Source: an optimization exercise on an open RTL-to-GDS flow (aim: small area). Production flows keep margins and buffers that such runs may drop.
Only simulation tests tie the RTL to the original design; equivalence was not proved.
Power is estimated from default activity; no workload was simulated.

==> branch nickel <==
Design activation, start of the top module:
module activation
    #(
        parameter int MATRIX_WIDTH = 14
    )(
        input   logic clk,
        input   logic rst,
        input   logic enable,
        input   logic [3:0] activation_function,
        input   logic is_signed,
        input   logic [32*MATRIX_WIDTH-1:0] data_in,
        output  logic [8*MATRIX_WIDTH-1:0] data_out
    );
    logic v1, v2;
    logic v1_d, v2_d;
    logic s_rs, s_ru, s_ss, s_su, s_x, s_h, en, hn, k3, h3;
    act_ctrl ctrl (
        .rst(rst), .enable(enable), .sgn(is_signed), .af(activation_function),
        .v1(v1), .v2(v2),
        .s_rs(s_rs), .s_ru(s_ru), .s_ss(s_ss), .s_su(s_su), .s_x(s_x), .s_h(s_h),
        .en(en), .hn(hn), .k3(k3), .h3(h3), .v1_d(v1_d), .v2_d(v2_d)
    );
    always_ff @(posedge clk)
    begin
        v1 <= v1_d;
        v2 <= v2_d;
    end
    logic [7:0] st1 [MATRIX_WIDTH-1:0];
    logic [7:0] st2 [MATRIX_WIDTH-1:0];
    logic [7:0] st3 [MATRIX_WIDTH-1:0];
    genvar g;
    generate
        for (g = 0; g < MATRIX_WIDTH; g++) begin : lane
            logic [7:0] d1, d2, d3;
            act_lane l (
                .x(data_in[32*g +: 32]),
                .s_rs(s_rs), .s_ru(s_ru), .s_ss(s_ss), .s_su(s_su), .s_x(s_x), .s_h(s_h),
  ...
clock: 5.0 ns
lec_check: 0
cap_margin: 20
core_margin: 2
core_utilization: 50
cts_buf_list: sky130_fd_sc_hd__clkbuf_4
gpl_timing_driven: 0
setup_slack_margin: 0.1
slew_margin: 20
synth_hierarchical: 1
standard.sh (not shown) runs the stock make flow with config.mk's settings and CLKGATE_MAP_FILE= SYNTH_SCRIPT=/design/flow/synth_recipe.tcl, a recipe that flattens the netlist after the stock synthesis.
==> flow/flow/run.sh <==
#!/bin/bash
# The standard layout, except that the port buffers are the smallest buffer
# (sky130_fd_sc_hd__buf_1) instead of the default choice (a delay cell).
# make's full output goes to standard.log; ORFS's own logs are under orfs/logs/.
set -euo pipefail
bash standard.sh "BUFFER_PORTS_ARGS=-buffer_cell sky130_fd_sc_hd__buf_1" finish > standard.log 2>&1
==> branch xenon (differences from branch nickel) <==
--- a/flow/config.mk
+++ b/flow/config.mk
@@ -8,5 +8,5 @@
 export CAP_MARGIN = 20
 export CORE_MARGIN = 2
-export CORE_UTILIZATION = 50
+export CORE_UTILIZATION = 40
 export CTS_BUF_LIST = sky130_fd_sc_hd__clkbuf_4
 export GPL_TIMING_DRIVEN = 0
==> notes <==
- Sequential cell count is the same in branch nickel and branch xenon.
- Between branch xenon and branch nickel, the lower non-clock buffer count is in branch nickel (gap 5).
- Against branch nickel, the critical path depth of branch xenon is higher by 2.
- Of branch xenon and branch nickel, branch nickel has the higher clock power (gap about 6%, measured against branch nickel).
- Of branch xenon and branch nickel, branch nickel has the higher setup slack (gap 0.013 ns).
- Against branch xenon, the hold slack of branch nickel is higher by 0.018 ns.

==> job 9601: inputs <==
Starting RTL as in the previous note.
==> flow/config.mk <==
export PLATFORM = sky130hd
export DESIGN_NAME = activation
export DESIGN_NICKNAME = activation
export VERILOG_FILES = /design/flow/design.v
export SDC_FILE = /design/flow/constraint.sdc
export NUM_CORES = 4
export LEC_CHECK = 0
export CAP_MARGIN = 20
export CORE_MARGIN = 2
export CORE_UTILIZATION = 40
export CTS_BUF_LIST = sky130_fd_sc_hd__clkbuf_4
export GPL_TIMING_DRIVEN = 1
export SLEW_MARGIN = 20
export SYNTH_HIERARCHICAL = 1
==> flow/constraint.sdc <==
create_clock -name core_clock -period 5.0 [get_ports {clk}]
set_input_delay 1.0000 -clock core_clock [delete_from_list [all_inputs] [get_ports {clk}]]
set_output_delay 1.0000 -clock core_clock [all_outputs]
set_load 0.01 [all_outputs]
Scripts as last shown in full above: flow/flow/run.sh
==> job 4901 (differences from job 9601) <==
Settings changed: CAP_MARGIN 20 to 5, GPL_TIMING_DRIVEN 1 to 0, SETUP_SLACK_MARGIN from default to 0.1, SLEW_MARGIN 20 to 5.
==> qor summary <==
                                                                      job 4901           job 9601
Number of gates resized after CTS                                            1                  0
Sequential share of power                                                34.9%              33.2%
Area growth from synthesis to layout                                    15.37%             27.39%
Fraction of power consumed by combinational cells                        35.6%              39.2%
Power density of the placed cells                                218.8 mW/mm^2      208.6 mW/mm^2
Post-detailed-route wirelength per cell                               19.90 um           19.46 um
Highest clock frequency the design can meet                          209.6 MHz          234.8 MHz
Routed length on met1                                                62,410 um          66,860 um
Number of nets at the end of the flow                                    6,695              7,338
Final instance area                                              0.04066 sq mm      0.04489 sq mm
Smallest setup slack after layout                                    0.2288 ns          0.7418 ns
Crit share post-route                                                   95.42%             85.16%
Run status                                    no timing/DRC/antenna violations  no timing/DRC/antenna violations
Via density per instance                                                 6.260              6.038
Final WL                                                            148,800 um         157,800 um
Largest net degree at the start of global routing                           86                113
Share of total power in the clock network                                29.5%              27.6%
Sequential share of cell area                                           16.64%             15.07%
Clock tree cell share of total cell area                                2.998%             2.572%
Capturing point of the worst reg2reg path                    st3[1][2]$_DFF_P_  st3[6][6]$_DFF_P_
Top fanout value on the critical path                                        8                  4
Non-filler instance count after layout                                   7,475              8,112
Sequential logic power                                                 3.10 mW            3.11 mW
Fraction of layout instances using a drive strength above 1             4.769%             12.13%

-- re-timing with driven ports --
Ports are ideal in the flow. The routed layouts listed here were re-timed in OpenROAD. Step 1: set_driving_cell puts a clkbuf_16 on clk and a buf_2 on each other input, an assumption about the parent block. Step 2 also shifts input and output timing later by t, the mid clock arrival at the registers, as if the neighbouring blocks saw the same clock. Slacks: ideal ports / drivers / drivers and shift; pairs: ideal ports / drivers.
run	t, ns	setup WS [ns]	worst hold slack (ns)	slew at the worst register clock pin (ns)
branch nickel	0.935	0.247 / 0.276 / -0.659	0.373 / 0.342 / 0.424	0.08 / 0.08
branch xenon	0.960	0.235 / 0.269 / -0.691	0.355 / 0.321 / 0.401	0.09 / 0.09
job 9601	0.996	0.742 / 0.751 / -0.245	0.339 / 0.305 / 0.443	0.09 / 0.09
job 4901	0.963	0.229 / 0.218 / -0.745	0.361 / 0.325 / 0.454	0.08 / 0.08
With both steps, setup timing fails in every run listed, where it was met with ideal ports. The setup slack of job 9601, which loses most, moves by +0.009 ns with the drivers and by -0.987 ns with both steps.
